This design comes from an exercise in tuning for small area, a short achievable clock period and few clock cycles on the open sky130 flow, not from production work.

==> build 5 <==
// med_filter
module med_filter(
    output reg [7:0] out,
    output reg out_valid,
    output reg [15:0] addr_med,
    output reg finished,
    output reg [15:0] addr_im,
    input  [7:0] dout_im,
    input start,
    input rst,
    input clk
    );
==> module arrange, before the edit <==
module arrange(
    output [7:0] max,
    output [7:0] med,
    output [7:0] min,
    input [7:0] a,
    input [7:0] b,
    input [7:0] c
    );
    wire x = a < b;
    wire y = a < c;
    wire z = b < c;
    assign max = (!x && !y) ? a : (!z ? b : c);
    assign min = ( x &&  y) ? a : ( z ? b : c);
    assign med = (x ^ y) ? a : ((x ^ z) ? c : b);
endmodule
==> module med_filter, before the edit <==
module med_filter(
    output reg [7:0] out,
    output reg out_valid,
    output reg [15:0] addr_med,
    output reg finished,
    output reg [15:0] addr_im,
    input  [7:0] dout_im,
    input start,
    input rst,
    input clk
    );
   reg        running;
   reg [2:0]  ri;       
   reg [7:0]  rc;       
   reg        lastc;    
   wire col_end  = (ri == 3'd7);
   wire last_rd  = (addr_im == 16'd50175);    
   always @(posedge clk) begin
      if (rst || (start && !running)) begin
         running <= !rst;
         ri <= 0;
         rc <= 0;
         lastc <= 0;
         addr_im <= 0;
      end else if (running) begin
         ri <= ri + 3'd1;
         addr_im <= addr_im + (!col_end ? 16'd224 :           
                               !lastc   ? 16'hF9E1 :         
                                          16'hFE41);         
         if (col_end) begin
            rc <= lastc ? 8'd0 : rc + 8'd1;
            lastc <= (rc == 8'd222);
            if (last_rd) running <= 0;
         end
      end
   end
   wire       rv = running && (ri[2] || ri[1]) && (rc[7:1] != 0);
   wire [1:0] rf = !rv ? 2'd0 : (ri != 3'd2) ? 2'd1 : (rc != 8'd2) ? 2'd2 : 2'd3;
   reg  [1:0] f1, f2, f3, f4;
   always @(posedge clk) begin
      if (rst) begin
         f1 <= 0; f2 <= 0; f3 <= 0; f4 <= 0;
      end else begin
         f1 <= rf; f2 <= f1; f3 <= f2; f4 <= f3;
      end
   end
   reg [7:0] p [0:16];
   integer k;
   always @(posedge clk) begin
      p[0] <= dout_im;
      for (k = 1; k <= 16; k = k + 1) p[k] <= p[k-1];
   end
   wire [7:0] smax, smed, smin;
   arrange srow(.max(smax), .med(smed), .min(smin), .a(p[0]), .b(p[8]), .c(p[16]));
   reg [7:0] lo1, lo2, lo3, md1, md2, md3, hi1, hi2, hi3;
   always @(posedge clk) begin
      lo1 <= smin; lo2 <= lo1; lo3 <= lo2;
      md1 <= smed; md2 <= md1; md3 <= md2;
      hi1 <= smax; hi2 <= hi1; hi3 <= hi2;
   end
   wire lx = lo1 < lo2, ly = lo1 < lo3;
   wire mx = md1 < md2, my = md1 < md3;
   wire hx = hi1 < hi2, hy = hi1 < hi3;
   reg  lz, mz, hz;
   reg [7:0] lmax, mmed, hmin;
   always @(posedge clk) begin
      lz <= lx; mz <= mx; hz <= hx;
      lmax <= (!lx && !ly) ? lo1 : (!lz ? lo2 : lo3);
      hmin <= ( hx &&  hy) ? hi1 : ( hz ? hi2 : hi3);
      mmed <= (mx ^ my) ? md1 : ((mx ^ mz) ? md3 : md2);
   end
   wire [7:0] fmed;
   arrange sfin(.max(), .med(fmed), .min(), .a(lmax), .b(mmed), .c(hmin));
   always @(posedge clk) begin
      out <= fmed;
   end
   always @(posedge clk) begin
      if (rst) begin
         out_valid <= 0;
         finished <= 0;
      end else begin
         out_valid <= (f4 != 0);
         if (start && !running) begin
            finished <= 0;
            addr_med <= 16'hFFFF;
         end else if (f4 != 0) begin
            addr_med <= addr_med + ((f4 == 2'd3) ? 16'd1 :
                                    (f4 == 2'd2) ? 16'hFBAB : 16'd222);   
            if (addr_med == 16'd49061) finished <= 1;
         end
      end
   end
endmodule
clock: 4.5 ns
lec_check: 0
cap_margin: 20
core_margin: 2
core_utilization: 40
setup_slack_margin: 2.5
slew_margin: 20
run.sh (not shown) runs the stock make flow with config.mk's settings and CLKGATE_MAP_FILE= SYNTH_SCRIPT=/design/flow/synth_recipe.tcl, a recipe that flattens the netlist after the stock synthesis.
==> build 54 (differences from build 5) <==
==> flow/design.v (replaced) <==
`timescale 1ns / 1ps
module sel3(
    output [7:0] max,
    output [7:0] med,
    output [7:0] min,
    input [7:0] a,
    input [7:0] b,
    input [7:0] c,
    input x,
    input y,
    input z
    );
    assign max = (!x && !y) ? a : (!z ? b : c);
    assign min = ( x &&  y) ? a : ( z ? b : c);
    assign med = (x ^ y) ? a : ((x ^ z) ? c : b);
endmodule
module arrange(
    output [7:0] max,
    output [7:0] med,
    output [7:0] min,
    input [7:0] a,
    input [7:0] b,
    input [7:0] c
    );
    sel3 s(.max(max), .med(med), .min(min), .a(a), .b(b), .c(c),
           .x(a < b), .y(a < c), .z(b < c));
endmodule
`timescale 1ns / 1ps
module med_filter(
    output reg [7:0] out,
    output reg out_valid,
    output reg [15:0] addr_med,
    output reg finished,
    output reg [15:0] addr_im,
    input  [7:0] dout_im,
    input start,
    input rst,
    input clk
    );
   reg        running;
   reg [2:0]  ri;       
   reg [7:0]  rc;       
   reg        lastc;    
   reg        col_end;  
   reg        ce_col;   
   reg        ce_band;  
   wire last_rd  = (addr_im == 16'd50175);    
   always @(posedge clk) begin
      if (rst)
         running <= 0;
      else if (start && !running)
         running <= 1;
      else if (col_end && last_rd)
         running <= 0;
      if (rst || (start && !running)) begin
         ri <= 0;
         rc <= 0;
         lastc <= 0;
         col_end <= 0;
         ce_col <= 0;
         ce_band <= 0;
         addr_im <= 0;
      end else begin
         ri <= ri + 3'd1;
         col_end <= (ri == 3'd6);
         ce_col  <= (ri == 3'd6) && !lastc;
         ce_band <= (ri == 3'd6) && lastc;
         addr_im <= addr_im + {{5{col_end}}, ce_band, ce_band, ce_col, !ce_band, 1'b1,
                               !ce_band, 4'b0000, col_end};
         if (col_end) begin
            rc <= lastc ? 8'd0 : rc + 8'd1;
            lastc <= (rc == 8'd222);
         end
      end
   end
   wire       rv = running && (ri[2] || ri[1]) && (rc[7:1] != 0);
   wire [1:0] rf = !rv ? 2'd0 : (ri != 3'd2) ? 2'd1 : (rc != 8'd2) ? 2'd2 : 2'd3;
   reg  [1:0] f1, f2, f3, f4;
   reg        n_row, n_col, n_band;    
   reg        n_rc, n_cb;              
   always @(posedge clk) begin
      if (rst) begin
         f1 <= 0; f2 <= 0; f3 <= 0; f4 <= 0;
         n_row <= 0; n_col <= 0; n_band <= 0;
         n_rc <= 0; n_cb <= 0;
      end else begin
         f1 <= rf; f2 <= f1; f3 <= f2; f4 <= f3;
         n_row  <= (f4 == 2'd1);
         n_col  <= (f4 == 2'd2);
         n_band <= (f4 == 2'd3);
         n_rc   <= (f4 == 2'd1) || (f4 == 2'd2);
         n_cb   <= (f4 == 2'd2) || (f4 == 2'd3);
      end
   end
   reg [7:0] p [0:17];
   integer k;
   always @(posedge clk) begin
      p[0] <= dout_im;
      for (k = 1; k <= 17; k = k + 1) p[k] <= p[k-1];
   end
   reg rx, ry, rz;
   always @(posedge clk) begin
      rx <= p[0] < p[8];
      ry <= p[0] < p[16];
      rz <= p[8] < p[16];
   end
   wire [7:0] smax, smed, smin;
   sel3 srow(.max(smax), .med(smed), .min(smin), .a(p[1]), .b(p[9]), .c(p[17]),
             .x(rx), .y(ry), .z(rz));
   reg [7:0] lo1, lo2, lo3, md1, md2, md3, hi1, hi2, hi3;
   always @(posedge clk) begin
      lo1 <= smin; lo2 <= lo1; lo3 <= lo2;
      md1 <= smed; md2 <= md1; md3 <= md2;
      hi1 <= smax; hi2 <= hi1; hi3 <= hi2;
   end
   wire lx = lo1 < lo2, ly = lo1 < lo3;
   wire mx = md1 < md2, my = md1 < md3;
   wire hx = hi1 < hi2, hy = hi1 < hi3;
   reg  lz, mz, hz;
   reg [7:0] lmax, mmed, hmin;
   always @(posedge clk) begin
      lz <= lx; mz <= mx; hz <= hx;
      lmax <= (!lx && !ly) ? lo1 : (!lz ? lo2 : lo3);
      hmin <= ( hx &&  hy) ? hi1 : ( hz ? hi2 : hi3);
      mmed <= (mx ^ my) ? md1 : ((mx ^ mz) ? md3 : md2);
   end
   wire [7:0] fmed;
   arrange sfin(.max(), .med(fmed), .min(), .a(lmax), .b(mmed), .c(hmin));
   always @(posedge clk) begin
      out <= fmed;
   end
   always @(posedge clk) begin
      if (rst) begin
         out_valid <= 0;
         finished <= 0;
      end else begin
         out_valid <= n_row || n_col || n_band;
         if (start && !running) finished <= 0;
         else if (n_row && addr_med == 16'd49061) finished <= 1;    
      end
      if (start && !running) addr_med <= 16'hFFFF;
      else addr_med <= addr_med + {{5{n_col}}, 1'b0, n_col, n_col, n_rc, n_row, n_col,
                                   n_row, n_rc, n_row, n_rc, n_cb};
   end
endmodule
==> flow/flow/run.sh (new file) <==
#!/bin/bash
# Standard ORFS layout, with unrestricted resizing and plain buffers on the ports.
set -euo pipefail
bash standard.sh MATCH_CELL_FOOTPRINT=0 "BUFFER_PORTS_ARGS=-buffer_cell sky130_fd_sc_hd__buf_2" finish > standard.log 2>&1
==> flow/standard.sh (new file) <==
#!/bin/bash
# synth_recipe.tcl (not shown) runs the flow's synth.tcl, then flattens the netlist and writes it again
# the make line also repeats each setting of config.mk as NAME=value (left out here)
make -C /OpenROAD-flow-scripts/flow DESIGN_CONFIG=/design/flow/config.mk WORK_HOME=/design/flow/orfs CLKGATE_MAP_FILE= SYNTH_SCRIPT=/design/flow/synth_recipe.tcl "${@:-finish}"
Settings changed: ABC_AREA set to 1, CTS_BUF_LIST set to sky130_fd_sc_hd__clkbuf_16, CTS_CLUSTER_DIAMETER set to 80, CTS_CLUSTER_SIZE set to 25.
removed: flow/run.sh
==> reports/metrics.yaml <==
outcome:
  outcome: "finished clean"
critical_path:
  critPathKind: "reg -> reg"
  slowest_stage: "dfxtp_4"
floorplanning:
  tapCellCount: 384
global_route:
  grt_pass1_vias: 8151
The numbers above come from build 5.

==> reports/metrics.yaml <==
routing:
  antenna_left: 0
outcome:
  outcome: "finished clean"
synth:
  synth_top_cell_by_area: "dfxtp_1"
placement:
  dpl_worst_slack_ps: 1940
  globalplace.congestion: 0.850
global_route:
  grt_pass1_vias: 8056
floorplanning:
  tapCellCount: 390
critical_path:
  critPathKind: "reg -> out"
  slowest_stage: "dfxtp_1"
The numbers above come from build 54.

No run of this note included a check of the RTL's function; only the layout flow was run.

-- port drivers added, routing unchanged --
No port has a modelled driver above. Below, the same layouts with a new extraction and two added sets of constraints.
Step 1 sets driving cells, clkbuf_16 on the clock port and buf_2 on the other inputs (assumed; they add their load-dependent delay and slew).
Step 2 adds t to the input delays and takes it off the output delays; t is the mean of the earliest and latest rising clock arrival at the registers after step 1. Input paths then give back, and output paths get back, about the clock's delay inside the block.
a / b / c = ideal ports / drivers / drivers and shift; a / b = the first two.
run	shift t [ns]	slack for setup (ns)	hold WS [ns]	worst setup path at the end	slew at the worst register clock pin (ns)
build 5	0.585	2.014 / 2.014 / 1.960	0.318 / 0.318 / 0.318	input to register	0.07 / 0.07
build 54	0.547	2.532 / 2.484 / 2.213	0.323 / 0.323 / 0.323	input to register	0.09 / 0.09
After both steps setup and hold are still met in every run listed. For build 54, which loses most, drivers alone change the setup slack by -0.048 ns; drivers and shift together by -0.319 ns.
